From an optimization exercise on the open Yosys and OpenROAD flow, aimed at small area, a short achievable clock period and few clock cycles; shortcuts taken in it are not production practice. Only simulation tests tie the RTL to the original design; equivalence was not proved. Power is estimated from default activity; no workload was simulated.

==> inputs of run a <==
==> flow/design.v <==
`timescale 1ns / 1ps
module EditDistance(
output wire [31:0] addr_rom_0,
input  wire [1:0]  data_o_0,
output wire [31:0] addr_rom_1,
input  wire [1:0]  data_o_1,
input  wire clk,
input  wire rst,
output reg         result_en,
output wire [31:0] result_addr,
output wire [31:0] result
);
localparam P    = 16;         
localparam N    = 1640;       
localparam W    = N - P + 1;  
localparam NB   = 2;          
localparam CW   = P / NB;     
reg        ph;
reg [10:0] cnt;
reg        done;
reg [10:0] raddr;
localparam [10:0] FIRST = 11'd19 + NB;
localparam [10:0] LAST  = W - 1;
always @(posedge clk) begin
    if (rst) begin
        ph    <= 1'b0;
        cnt   <= 11'd0;
        done  <= 1'b0;
        result_en <= 1'b0;
        raddr <= 11'd0;
    end else begin
        if (!ph && cnt[3:0] == 4'd15) begin
            ph  <= 1'b1;
            cnt <= 11'd0;
        end else begin
            cnt <= cnt + 11'd1;
        end
        if (ph && (cnt & FIRST) == FIRST && !done)
            result_en <= 1'b1;
        if (result_en) begin
            raddr <= raddr + 11'd1;
            if ((raddr & LAST) == LAST) begin
                result_en <= 1'b0;
                done <= 1'b1;
            end
        end
    end
end
wire ld = !ph || cnt[10:1] == 10'd0;
assign addr_rom_0  = {21'd0, cnt};
assign addr_rom_1  = {28'd0, cnt[3:0]};
assign result_addr = {21'd0, raddr};
reg [1:0] pat [0:P-1];
always @(posedge clk) begin : pat_shift
    integer j;
    if (ld) begin
        pat[P-1] <= data_o_1;
        for (j = 0; j < P-1; j = j + 1) pat[j] <= pat[j+1];
    end
end
wire [1:0] tsel [0:NB-1];
assign tsel[0] = data_o_0;
genvar g;
for (g = 1; g < NB; g = g + 1) begin : tdel
    reg [1:0] q;
    if (g == 1) begin : d1
        always @(posedge clk) q <= data_o_0;
    end else begin : dn
        always @(posedge clk) q <= tdel[g-1].q;
    end
    assign tsel[g] = q;
end
reg [P-1:0] m;
wire [P-1:0] mn = ~m;
always @(posedge clk) begin : match
    integer j;
    for (j = 0; j < P; j = j + 1) m[j] <= (tsel[j / CW] == pat[j]);
end
wire [P-1:0] vr [0:P];
genvar r, k, c;
for (k = 0; k < P; k = k + 1) begin : top
    assign vr[0][k] = (k % 2 == 1);           
end
for (r = 1; r <= P; r = r + 1) begin : row
    reg [P-1:0] vq;
    wire [NB:0] aout;              
    reg  [NB:0] aq;
    always @(posedge clk) aq <= aout;
    assign aout[0] = 1'b0;
    for (k = 0; k < NB; k = k + 1) begin : blk
        wire [CW:0] a;                 
        assign a[0] = (k == 0) ? ((r % 2) == 1) : aq[k];
        for (c = 0; c < CW; c = c + 1) begin : cl
            localparam J = k*CW + c;
            wire mm = m[J];
            wire v  = vr[r-1][J];
            if (r == 1 || J == 0) begin : edge_cell
                if ((r + J) % 2 == 0) begin : ev
                    assign a[c+1] = ~((mm | a[c]) & v);
                    always @(posedge clk) vq[J] <= ~((~mm & v) | a[c]);
                end else begin : od
                    assign a[c+1] = ~((a[c] & ~mm) | v);
                    always @(posedge clk) vq[J] <= ~((mm | v) & a[c]);
                end
            end else begin : inner
                wire vo;
                if ((r + J) % 2 == 0) begin : ev
                    EdCellE u (.a(a[c]), .v(v), .m(mm), .mn(mn[J]), .ao(a[c+1]), .vo(vo));
                end else begin : od
                    EdCellO u (.a(a[c]), .v(v), .m(mm), .mn(mn[J]), .ao(a[c+1]), .vo(vo));
                end
                always @(posedge clk) vq[J] <= vo;
            end
        end
        assign aout[k+1] = a[CW];
    end
    assign vr[r] = vq;
end
wire [P-1:0] nbr16;
for (k = 0; k < P; k = k + 1) begin : fix
    assign nbr16[k] = (k % 2 == 0) ? ~vr[P][k] : vr[P][k];
end
localparam HALF = 8;
localparam G    = P / HALF;
function [3:0] popg;
input [7:0] v;
reg [7:0] s;
reg x;
begin
    s = v;
    x = s[0] & s[1]; s[1] = s[0] | s[1]; s[0] = x;
    x = s[2] & s[3]; s[3] = s[2] | s[3]; s[2] = x;
    x = s[0] & s[2]; s[2] = s[0] | s[2]; s[0] = x;
    x = s[1] & s[3]; s[3] = s[1] | s[3]; s[1] = x;
    x = s[1] & s[2]; s[2] = s[1] | s[2]; s[1] = x;
    x = s[4] & s[5]; s[5] = s[4] | s[5]; s[4] = x;
    x = s[6] & s[7]; s[7] = s[6] | s[7]; s[6] = x;
    x = s[4] & s[6]; s[6] = s[4] | s[6]; s[4] = x;
    x = s[5] & s[7]; s[7] = s[5] | s[7]; s[5] = x;
    x = s[5] & s[6]; s[6] = s[5] | s[6]; s[5] = x;
    x = s[0] & s[4]; s[4] = s[0] | s[4]; s[0] = x;
    x = s[2] & s[6]; s[6] = s[2] | s[6]; s[2] = x;
    x = s[2] & s[4]; s[4] = s[2] | s[4]; s[2] = x;
    x = s[1] & s[5]; s[5] = s[1] | s[5]; s[1] = x;
    x = s[3] & s[7]; s[7] = s[3] | s[7]; s[3] = x;
    x = s[3] & s[5]; s[5] = s[3] | s[5]; s[3] = x;
    x = s[1] & s[2]; s[2] = s[1] | s[2]; s[1] = x;
    x = s[3] & s[4]; s[4] = s[3] | s[4]; s[3] = x;
    x = s[5] & s[6]; s[6] = s[5] | s[6]; s[5] = x;
    popg[0] = (s[7] & ~s[6]) | (s[5] & ~s[4]) | (s[3] & ~s[2]) | (s[1] & ~s[0]);
    popg[1] = (s[6] & ~s[5]) | (s[5] & ~s[4]) | (s[2] & ~s[1]) | (s[1] & ~s[0]);
    popg[2] = (s[4] & ~s[3]) | (s[3] & ~s[2]) | (s[2] & ~s[1]) | (s[1] & ~s[0]);
    popg[3] = (s[0]);
end
endfunction
wire [4-1:0] pal [0:G-1];
for (k = 0; k < G; k = k + 1) begin : grp
    localparam DL = NB - 1 - (k * HALF) / CW;    
    reg [4-1:0] pc [0:DL];
    always @(posedge clk) pc[0] <= popg(nbr16[k*HALF +: HALF]);
    for (c = 1; c <= DL; c = c + 1) begin : dly
        always @(posedge clk) pc[c] <= pc[c-1];
    end
    assign pal[k] = pc[DL];
end
reg [4:0] zeros;
always @(posedge clk) begin : tot
    integer j;
    reg [4:0] z;
    z = 5'd0;
    for (j = 0; j < G; j = j + 1) z = z + pal[j];
    zeros <= z;
end
assign result = {26'd0, zeros, 1'b0};
endmodule
module EdCellE(input wire a, input wire v, input wire m, input wire mn,
               output wire ao, output wire vo);
    assign ao = ~((m | a) & v);
    assign vo = ~((mn & v) | a);
endmodule
module EdCellO(input wire a, input wire v, input wire m, input wire mn,
               output wire ao, output wire vo);
    assign ao = ~((mn & a) | v);
    assign vo = ~((m | v) & a);
endmodule
==> flow/flow/run.sh <==
#!/bin/bash
set -euo pipefail
bash standard.sh \
  "CTS_ARGS=-sink_clustering_enable -repair_clock_nets -sink_clustering_size 30 -sink_clustering_max_diameter 100 -buf_list sky130_fd_sc_hd__clkbuf_16 -dont_use_dummy_load" \
  SKIP_REPAIR_TIE_FANOUT=1 \
  finish > flow.log 2>&1
==> flow/standard.sh <==
#!/bin/bash
# synth_recipe.tcl (not shown) runs the flow's synth.tcl, then flattens the netlist and writes it again
# the make line also repeats each setting of config.mk as NAME=value (left out here)
make -C /OpenROAD-flow-scripts/flow DESIGN_CONFIG=/design/flow/config.mk WORK_HOME=/design/flow/orfs CLKGATE_MAP_FILE= SYNTH_SCRIPT=/design/flow/synth_recipe.tcl "${@:-finish}"
==> flow/config.mk <==
export PLATFORM = sky130hd
export DESIGN_NAME = EditDistance
export DESIGN_NICKNAME = EditDistance
export VERILOG_FILES = /design/flow/design.v
export SDC_FILE = /design/flow/constraint.sdc
export NUM_CORES = 4
export LEC_CHECK = 0
export ABC_AREA = 1
export CAP_MARGIN = 20
export CORE_MARGIN = 2
export CORE_UTILIZATION = 70
export PLACE_DENSITY = 0.8
export SETUP_SLACK_MARGIN = 3.12
export SLEW_MARGIN = 20
export SYNTH_HIERARCHICAL = 1
==> flow/constraint.sdc <==
create_clock -name core_clock -period 5.0 [get_ports {clk}]
set_input_delay 1.0000 -clock core_clock [delete_from_list [all_inputs] [get_ports {clk}]]
set_output_delay 1.0000 -clock core_clock [all_outputs]
set_load 0.01 [all_outputs]
==> run b: changes against run a <==
==> flow/flow/run.sh (replaced) <==
#!/bin/bash
set -euo pipefail
bash standard.sh \
  "CTS_ARGS=-sink_clustering_enable -repair_clock_nets -sink_clustering_size 30 -sink_clustering_max_diameter 100 -buf_list sky130_fd_sc_hd__clkbuf_16 -dont_use_dummy_load" \
  finish > flow.log 2>&1
--- a/flow/config.mk
+++ b/flow/config.mk
@@ -10,5 +10,8 @@
 export CORE_MARGIN = 2
-export CORE_UTILIZATION = 70
-export PLACE_DENSITY = 0.8
-export SETUP_SLACK_MARGIN = 3.12
+export CORE_UTILIZATION = 65
+export CTS_BUF_LIST = sky130_fd_sc_hd__clkbuf_16
+export CTS_CLUSTER_DIAMETER = 100
+export CTS_CLUSTER_SIZE = 30
+export PLACE_DENSITY = 0.75
+export SETUP_SLACK_MARGIN = 2.9
 export SLEW_MARGIN = 20
==> notes.md <==
Run b went through all stages and came out clean. Run a finished with timing, DRC and antenna clean.
Design area: run b is larger than run a (0.23%).
Via count: run b is larger than run a (about 1.1%).
In run b the utilization is lower than in run a, by 5.8 points.
In clock power, run b and run a hardly differ.
In run b the global-route usage is lower than in run a, by 1.5 points.
In run b the routed wire length is smaller than in run a, by about 5%.
Against run b, the first-iteration DRC count of run a is lower by 18%.
Clock-buffer cell count is the same in run a and run b.
Final cell count: run a is smaller than run b (7.7%).
Between run b and run a, the lower critical path depth is in run a (gap 11).
Testbench counts of run a, summed over its fixed seeds: cycles 53,248.
Testbench counts of run b, summed over its fixed seeds: cycles 53,248.

---

==> quartz <==
RTL: the design.v shown in full above, as it stands there.
export LEC_CHECK = 0
export ABC_AREA = 1
export CAP_MARGIN = 20
export CORE_MARGIN = 2
export CORE_UTILIZATION = 70
export PLACE_DENSITY = 0.8
export SETUP_SLACK_MARGIN = 3.05
export SLEW_MARGIN = 20
export SYNTH_HIERARCHICAL = 1
create_clock -name core_clock -period 5.0 [get_ports {clk}]
standard.sh (not shown) runs the stock make flow with config.mk's settings and CLKGATE_MAP_FILE= SYNTH_SCRIPT=/design/flow/synth_recipe.tcl, a recipe that flattens the netlist after the stock synthesis.
==> flow/flow/run.sh <==
#!/bin/bash
set -euo pipefail
bash standard.sh \
  "CTS_ARGS=-sink_clustering_enable -repair_clock_nets -sink_clustering_size 30 -sink_clustering_max_diameter 100 -buf_list sky130_fd_sc_hd__clkbuf_16 -dont_use_dummy_load" \
  SKIP_REPAIR_TIE_FANOUT=1 \
  finish > flow.log 2>&1
==> tundra (differences from quartz) <==
--- a/flow/design.v
+++ b/flow/design.v
@@ -20,6 +20,5 @@
 reg        done;
 reg [10:0] raddr;
-localparam [10:0] FIRST = 11'd19 + NB;
-localparam [10:0] LAST  = W - 1;
+reg        ld1, ld2;          
 always @(posedge clk) begin
     if (rst) begin
@@ -36,9 +35,9 @@
             cnt <= cnt + 11'd1;
         end
-        if (ph && (cnt & FIRST) == FIRST && !done)
+        if (ph && cnt == (11'd19 + NB) && !done)
             result_en <= 1'b1;
         if (result_en) begin
             raddr <= raddr + 11'd1;
-            if ((raddr & LAST) == LAST) begin
+            if (raddr == W - 1) begin
                 result_en <= 1'b0;
                 done <= 1'b1;
@@ -47,5 +46,8 @@
     end
 end
-wire ld = !ph || cnt[10:1] == 10'd0;
+always @(posedge clk) begin
+    ld1 <= !ph;
+    ld2 <= ld1;
+end
 assign addr_rom_0  = {21'd0, cnt};
 assign addr_rom_1  = {28'd0, cnt[3:0]};
@@ -54,5 +56,5 @@
 always @(posedge clk) begin : pat_shift
     integer j;
-    if (ld) begin
+    if (ld2) begin
         pat[P-1] <= data_o_1;
         for (j = 0; j < P-1; j = j + 1) pat[j] <= pat[j+1];
@@ -72,5 +74,4 @@
 end
 reg [P-1:0] m;
-wire [P-1:0] mn = ~m;
 always @(posedge clk) begin : match
     integer j;
@@ -95,20 +96,10 @@
             wire mm = m[J];
             wire v  = vr[r-1][J];
-            if (r == 1 || J == 0) begin : edge_cell
-                if ((r + J) % 2 == 0) begin : ev
-                    assign a[c+1] = ~((mm | a[c]) & v);
-                    always @(posedge clk) vq[J] <= ~((~mm & v) | a[c]);
-                end else begin : od
-                    assign a[c+1] = ~((a[c] & ~mm) | v);
-                    always @(posedge clk) vq[J] <= ~((mm | v) & a[c]);
-                end
-            end else begin : inner
-                wire vo;
-                if ((r + J) % 2 == 0) begin : ev
-                    EdCellE u (.a(a[c]), .v(v), .m(mm), .mn(mn[J]), .ao(a[c+1]), .vo(vo));
-                end else begin : od
-                    EdCellO u (.a(a[c]), .v(v), .m(mm), .mn(mn[J]), .ao(a[c+1]), .vo(vo));
-                end
-                always @(posedge clk) vq[J] <= vo;
+            if ((r + J) % 2 == 0) begin : ev
+                assign a[c+1] = ~((mm | a[c]) & v);
+                always @(posedge clk) vq[J] <= ~((~mm & v) | a[c]);
+            end else begin : od
+                assign a[c+1] = ~((a[c] & ~mm) | v);
+                always @(posedge clk) vq[J] <= ~((mm | v) & a[c]);
             end
         end
@@ -174,12 +165,2 @@
 assign result = {26'd0, zeros, 1'b0};
 endmodule
-module EdCellE(input wire a, input wire v, input wire m, input wire mn,
-               output wire ao, output wire vo);
-    assign ao = ~((m | a) & v);
-    assign vo = ~((mn & v) | a);
-endmodule
-module EdCellO(input wire a, input wire v, input wire m, input wire mn,
-               output wire ao, output wire vo);
-    assign ao = ~((mn & a) | v);
-    assign vo = ~((m | v) & a);
-endmodule
==> flow/run.sh (new file) <==
#!/bin/bash
# synth_recipe.tcl (not shown) runs the flow's synth.tcl, then flattens the netlist and writes it again
# the make line also repeats each setting of config.mk as NAME=value (left out here)
make -C /OpenROAD-flow-scripts/flow DESIGN_CONFIG=/design/flow/config.mk WORK_HOME=/design/flow/orfs CLKGATE_MAP_FILE= SYNTH_SCRIPT=/design/flow/synth_recipe.tcl finish
Settings changed: ABC_AREA 1 to unset, CORE_UTILIZATION 70 to 40, CTS_BUF_LIST set to sky130_fd_sc_hd__clkbuf_8, CTS_CLUSTER_SIZE set to 30, PLACE_DENSITY 0.8 to unset, SETUP_SLACK_MARGIN 3.05 to unset, SYNTH_HIERARCHICAL 1 to unset.
removed: flow/flow/run.sh
removed: flow/standard.sh
==> metrics.md <==
| Metric | Value |
|---|---|
| Inverter count | 60 |
| Full die area | 0.0361 mm^2 |
| PwrDens | 577 mW/mm^2 |
| Syn_area_per_cell | 9.55 um^2 |
| Status | complete, no violations |
| Clkbuf count | 70 |
| Non-clk buf share | about 2.7% |
| Seq area share | ~50% |
| RSZ-0062 raised after global routing | false |
# the run above: tundra

==> metrics.md <==
| Metric | Value |
|---|---|
| Seq area share | between 50 and 60% |
| Status | complete, no violations |
| Inverter count | 80 |
| PwrDens | roughly 540 mW/mm^2 |
| Total wire length | 20.8 mm |
| Clkbuf count | 16 |
| Syn_area_per_cell | ~9.6 um^2 |
| RSZ-0062 raised after global routing | true |
| Non-clk buf share | around 6.4% |
# the run above: quartz

Testbench counts of quartz, summed over its fixed seeds: cycles 53,248.
Testbench counts of tundra, summed over its fixed seeds: cycles 53,248.

## separate check: timing with driven ports
No port has a modelled driver above. Below, the same layouts with a new extraction and two added sets of constraints.
Step 1 (the two cells are an assumption about what drives the block):
set clk [get_ports {clk}]
set_driving_cell -lib_cell sky130_fd_sc_hd__clkbuf_16 $clk
set_driving_cell -lib_cell sky130_fd_sc_hd__buf_2 [delete_from_list [all_inputs] $clk]
Step 2, shift: input delay + t, output delay - t, t = (earliest + latest rising clock arrival at the registers) / 2. This alone moves slack from input paths to output paths.
a / b / c = no drivers / after step 1 / after step 2; a / b = the first two.
run	t, ns	slack for setup (ns)	hold WS [ns]	worst register clock-pin slew, ns
run a	0.516	3.014 / 2.968 / 2.726	0.337 / 0.337 / 0.337	0.11 / 0.11
run b	0.516	2.942 / 2.901 / 2.529	0.336 / 0.336 / 0.336	0.11 / 0.11
quartz	0.499	3.023 / 2.981 / 2.788	0.340 / 0.340 / 0.340	0.11 / 0.11
tundra	0.629	2.292 / 2.244 / 2.466	0.326 / 0.326 / 0.326	0.07 / 0.07
After both steps every run listed still meets setup and hold. The setup slack of run b, which loses most, moves by -0.041 ns with the drivers and by -0.413 ns with both steps.
